This design comes from an exercise in tuning for small area on the open sky130 flow, not from production work.
The clock port is modelled as an ideal driver, which makes a skipped or thinned clock tree look cheaper than it is; a real chip needs a root buffer or a tree.
Power and IR drop assume default switching activity.

==> flow/design.v (excerpt) <==
module digital_lock #(
	parameter	width = 4,
	parameter	tick_cycles = 250
)(
	input				clock,
	input				reset,
	input		[3:0]	key,
	output	reg	[6:0]	HEX0,
	output	reg	[6:0]	HEX1,
	output	reg	[6:0]	HEX2,
	output	reg	[6:0]	HEX3,
	output	reg	[6:0]	HEX4,
	output	reg	[6:0]	HEX5,
	output	reg			LOCK_STATE,
	output	reg			UNLOCK_STATE,
	output	reg			ORIGIN_STATE,
	output	reg			SECOND_STATE,
	output	reg			THIRD_STATE
);
==> module digital_lock, before the edit <==
module digital_lock #(
	parameter	width = 4,
	parameter	tick_cycles = 250
)(
	input				clock,
	input				reset,
	input		[3:0]	key,
	output	reg	[6:0]	HEX0,
	output	reg	[6:0]	HEX1,
	output	reg	[6:0]	HEX2,
	output	reg	[6:0]	HEX3,
	output	reg	[6:0]	HEX4,
	output	reg	[6:0]	HEX5,
	output	reg			LOCK_STATE,
	output	reg			UNLOCK_STATE,
	output	reg			ORIGIN_STATE,
	output	reg			SECOND_STATE,
	output	reg			THIRD_STATE
);
localparam	UNLOCKED	= 3'b000;
localparam	UNLOCKED_ERR	= 3'b001;
localparam	LOCKED	= 3'b101;
localparam	LOCKING	= 3'b011;
localparam	ORIGIN	= 3'b100;
localparam	UNLOCKING	= 3'b111;
localparam	SECOND	= 3'b010;
localparam	THIRD	= 3'b110;
localparam	C0 = 3'b111;
localparam	C1 = 3'b001;
localparam	C2 = 3'b011;
localparam	C3 = 3'b010;
localparam	C4 = 3'b101;
localparam	C5 = 3'b110;
localparam	C6 = 3'b000;
localparam	C7 = 3'b100;
localparam	D0 = 2'b00;
localparam	D1 = 2'b01;
localparam	D2 = 2'b11;
localparam	D3 = 2'b10;
reg	[2:0]	state;
reg	[3:0]	key_last;
reg	[7:0]	counter;
reg	[2:0]	t_h;
reg	[2:0]	cnt_o, cnt_b;	 
reg	[7:0]	pw_o, pw_b;		 
reg			t_e;
reg	[3:0]	shown;			 
wire	[3:0]	press = key_last & ~key;
wire			any_press = |press;
wire	[1:0]	digit = press[0] ? D0 : press[1] ? D1 : press[2] ? D2 : D3;
wire			tick = counter[7] & counter[6] & counter[5] & counter[4] & counter[3] & ~counter[1] & ~counter[0];
wire			in_o = (state[2] & ~state[1] & ~state[0]);
wire			in_b = (state[1] & ~state[0]);
wire			in_entry = (state[2] & ~state[0]) | (state[1] & ~state[0]);
wire			sel_b = (state[1]);
wire			in_s = (~state[2] & state[1] & ~state[0]);
wire	[2:0]	cnt = sel_b ? cnt_b : cnt_o;
wire			confirm = (cnt == C4) & press[1];
wire			timeout = (~t_h[2] & ~t_h[0]);
wire			enter = ~confirm & ~timeout & any_press;	 
wire			show = ~timeout & ~any_press;				 
reg		[2:0]	cnt_next;
always @(*)
	case (cnt)
		C0:	cnt_next = C1;
		C1:	cnt_next = C2;
		C2:	cnt_next = C3;
		C3:	cnt_next = C4;
		C4:	cnt_next = C5;
		C5:	cnt_next = C6;
		default:	cnt_next = C7;
	endcase
wire	[3:0]	wpos = {cnt == C3, cnt == C2, cnt == C1, cnt == C0};
wire	[3:0]	spos = {cnt == C4, cnt == C3, cnt == C2, cnt == C1};
wire	[7:0]	pw_shown = ORIGIN_STATE ? pw_o : pw_b;
wire			match = (pw_shown == pw_o);
integer k;
always @(posedge clock) begin
	key_last	<= key;
	if (!reset) begin
		cnt_o	<= C0;
		cnt_b	<= C0;
	end
	else if (confirm) begin
		if (in_o) cnt_o <= C0;
		if (in_b) cnt_b <= C0;
	end
	else if (enter) begin
		if (in_o) cnt_o <= cnt_next;
		if (in_b) cnt_b <= cnt_next;
	end
	for (k = 0; k < 4; k = k + 1)
		if (enter & wpos[k]) begin
			if (in_o) pw_o[2*k +: 2] <= digit;
			if (in_b) pw_b[2*k +: 2] <= digit;
		end
	if (!in_entry | confirm)
		t_h		<= 3'b100;
	else if (tick)
		t_h		<= {t_h[1:0], ~(t_h[0] & t_h[2])};
	if (!reset | tick)
		counter	<= 8'd0;
	else
		counter	<= {counter[6:0], counter[7] ^ (~(counter[0] & counter[4]))};
	if (!in_entry | confirm | (show & (cnt == C7)))
		shown	<= 4'b0000;
	else if (show)
		shown	<= shown | spos;
	LOCK_STATE		<= !reset | (state[2] & ~state[1] & state[0]);
	UNLOCK_STATE	<= !reset | (~state[2] & ~state[1]);
	ORIGIN_STATE	<= !reset | (state[2] & ~state[1] & ~state[0]);
	SECOND_STATE	<= !reset | (~state[2] & state[1]);
	THIRD_STATE		<= !reset | (state[2] & state[1]);
	if (!reset) begin
		state	<= UNLOCKED;
		t_e		<= 1'b0;
	end
	else case (state)
		UNLOCKED, UNLOCKED_ERR: if (press[0])
			state	<= ORIGIN;
		LOCKED: if (press[3])
			state	<= THIRD;
		ORIGIN: if (confirm)
			state	<= SECOND;
		else if (timeout)
			state	<= UNLOCKED;
		SECOND: if (confirm)
			state	<= LOCKING;
		else if (timeout)
			state	<= UNLOCKED;
		THIRD: if (confirm)
			state	<= UNLOCKING;
		else if (timeout)
			state	<= LOCKED;
		LOCKING:
			state	<= match ? LOCKED : UNLOCKED_ERR;
		UNLOCKING: if (match)
			state	<= UNLOCKED;
		else begin
			state	<= LOCKED;
			t_e		<= 1'b1;
		end
	endcase
end
wire		m_u = UNLOCK_STATE & ((~state[2] & ~state[0]));	 
wire		m_lck = LOCK_STATE & ((~state[1]));	 
wire		m_e = (UNLOCK_STATE & ((state[0]))) | (m_lck & t_e);	 
wire		m_l = m_lck & ~t_e;								 
function [6:0] lit;
	input [1:0] x;
	case (x)
		D0: lit = ~7'b1111001;
		D1: lit = ~7'b0100100;
		D2: lit = ~7'b0110000;
		D3: lit = ~7'b0011001;
	endcase
endfunction
wire	[6:0]	l5 = {7{shown[0]}} & lit(pw_shown[1:0]);
wire	[6:0]	l4 = {7{shown[1]}} & lit(pw_shown[3:2]);
wire	[6:0]	l3 = {7{shown[2]}} & lit(pw_shown[5:4]);
wire	[6:0]	l2 = {7{shown[3]}} & lit(pw_shown[7:6]);
wire			m_any = m_e | m_u | m_l;
always @(*) begin
	HEX5 = ~(l5 | {m_e, m_any, m_any, m_any, m_u, m_u, m_e});
	HEX4 = ~(l4 | {m_any, 1'b0, m_any, m_l, m_u | m_l, 1'b0, 1'b0});
	HEX3 = ~(l3 | {m_e | m_l, m_u, m_any, m_u | m_l, 1'b0, 1'b0, 1'b0});
	HEX2 = ~(l2 | {m_any, m_l, m_any, m_any, m_e | m_u, m_l, 1'b0});
	HEX1 = ~{m_e | m_u, 1'b0, m_e | m_u, m_u, 3'b000};
	HEX0 = ~{m_u, m_u, m_u, m_u, 1'b0, m_u, 1'b0};
end
endmodule
Settings: LEC_CHECK=0, CAP_MARGIN=20, CORE_MARGIN=2, CORE_UTILIZATION=40, SLEW_MARGIN=20; clock period 10.0 ns.
standard.sh (not shown) runs the stock make flow with config.mk's settings and CLKGATE_MAP_FILE= SYNTH_SCRIPT=/design/flow/synth_recipe.tcl, a recipe that flattens the netlist after the stock synthesis.
==> flow/flow/run.sh <==
#!/bin/bash
# Standard layout (the standard.sh on ORFS), with three changes:
#  - before global placement every logic cell gets the smallest drive
#    strength of its kind (flow/downsize.tcl); repair_design in the
#    placement step sizes up again where needed;
#  - the port buffers are the smallest buffer (sky130_fd_sc_hd__buf_1);
#  - the clock tree is a few sky130_fd_sc_hd__clkbuf_8, each at the centre
#    of a cluster of registers it drives, all driven by the clock port
#    (flow/cts_pre.tcl builds it before the CTS step and turns
#    clock_tree_synthesis into a no-op); the rest of the CTS step (timing
#    repair, legalisation) runs as usual.
# The tools' output goes to standard.log; ORFS keeps its per-step logs
# under orfs/logs.
set -uo pipefail
export BUFFER_PORTS_ARGS="-buffer_cell sky130_fd_sc_hd__buf_1"
export PRE_GLOBAL_PLACE_TCL="$PWD/flow/downsize.tcl"
export PRE_CTS_TCL="$PWD/flow/cts_pre.tcl"
bash standard.sh > standard.log 2>&1
Other scripts of this flow, unchanged in this note and not shown: flow/flow/cts_pre.tcl, flow/flow/downsize.tcl
Next try:
--- a/flow/design.v
+++ b/flow/design.v
@@ -23,18 +23,18 @@
 localparam	LOCKING	= 3'b011;
 localparam	ORIGIN	= 3'b100;
 localparam	UNLOCKING	= 3'b111;
 localparam	SECOND	= 3'b010;
 localparam	THIRD	= 3'b110;
-localparam	C0 = 3'b111;
+localparam	C0 = 3'b000;
 localparam	C1 = 3'b001;
-localparam	C2 = 3'b011;
-localparam	C3 = 3'b010;
-localparam	C4 = 3'b101;
-localparam	C5 = 3'b110;
-localparam	C6 = 3'b000;
-localparam	C7 = 3'b100;
+localparam	C2 = 3'b100;
+localparam	C3 = 3'b101;
+localparam	C4 = 3'b110;
+localparam	C5 = 3'b011;
+localparam	C6 = 3'b010;
+localparam	C7 = 3'b111;
 localparam	D0 = 2'b00;
 localparam	D1 = 2'b01;
 localparam	D2 = 2'b11;
 localparam	D3 = 2'b10;
 reg	[2:0]	state;
@@ -42,20 +42,20 @@
 reg	[7:0]	counter;
 reg	[2:0]	t_h;
 reg	[2:0]	cnt_o, cnt_b;	 
 reg	[7:0]	pw_o, pw_b;		 
 reg			t_e;
-reg	[3:0]	shown;			 
+reg	[3:0]	shown_n;		 
+wire	[3:0]	shown = ~shown_n;
 wire	[3:0]	press = key_last & ~key;
 wire			any_press = |press;
 wire	[1:0]	digit = press[0] ? D0 : press[1] ? D1 : press[2] ? D2 : D3;
 wire			tick = counter[7] & counter[6] & counter[5] & counter[4] & counter[3] & ~counter[1] & ~counter[0];
 wire			in_o = (state[2] & ~state[1] & ~state[0]);
 wire			in_b = (state[1] & ~state[0]);
 wire			in_entry = (state[2] & ~state[0]) | (state[1] & ~state[0]);
 wire			sel_b = (state[1]);
-wire			in_s = (~state[2] & state[1] & ~state[0]);
 wire	[2:0]	cnt = sel_b ? cnt_b : cnt_o;
 wire			confirm = (cnt == C4) & press[1];
 wire			timeout = (~t_h[2] & ~t_h[0]);
 wire			enter = ~confirm & ~timeout & any_press;	 
 wire			show = ~timeout & ~any_press;				 
@@ -101,13 +101,13 @@
 	if (!reset | tick)
 		counter	<= 8'd0;
 	else
 		counter	<= {counter[6:0], counter[7] ^ (~(counter[0] & counter[4]))};
 	if (!in_entry | confirm | (show & (cnt == C7)))
-		shown	<= 4'b0000;
+		shown_n	<= 4'b1111;
 	else if (show)
-		shown	<= shown | spos;
+		shown_n	<= shown_n & ~spos;
 	LOCK_STATE		<= !reset | (state[2] & ~state[1] & state[0]);
 	UNLOCK_STATE	<= !reset | (~state[2] & ~state[1]);
 	ORIGIN_STATE	<= !reset | (state[2] & ~state[1] & ~state[0]);
 	SECOND_STATE	<= !reset | (~state[2] & state[1]);
 	THIRD_STATE		<= !reset | (state[2] & state[1]);
- The new run finished with timing, DRC and antenna clean
- global-route usage came out lower by 0.88 points
- design area drops slightly
- wire length is lower by a few percent
- sequential power is about the same
- clock skew went down by 0.031 ns
No run of this note included a check of the RTL's function; only the layout flow was run. In every run of this note, the design's own scripts or RTL, not TritonCTS, make the clock network.

[re-timing with driven ports]
No port has a modelled driver above. Below, the same layouts with a new extraction and two added sets of constraints.
Step 1, drivers: a clkbuf_16 drives clock and a buf_2 each remaining input, both assumed.
Step 2 times the ports against the registers' clock, not the clock port: input delays grow and output delays shrink by t, the midpoint of the rising clock arrivals with the driver on.
Slacks: ideal ports / drivers / drivers and shift; pairs: ideal ports / drivers.
run | t (ns) | slack for setup (ns) | worst register clock-pin slew, ns
the first run | 0.197 | 5.999 / 5.949 / 6.146 | 0.12 / 0.12
the second run | 0.206 | 5.922 / 5.873 / 6.079 | 0.11 / 0.11
After both steps every run listed still meets setup and hold.
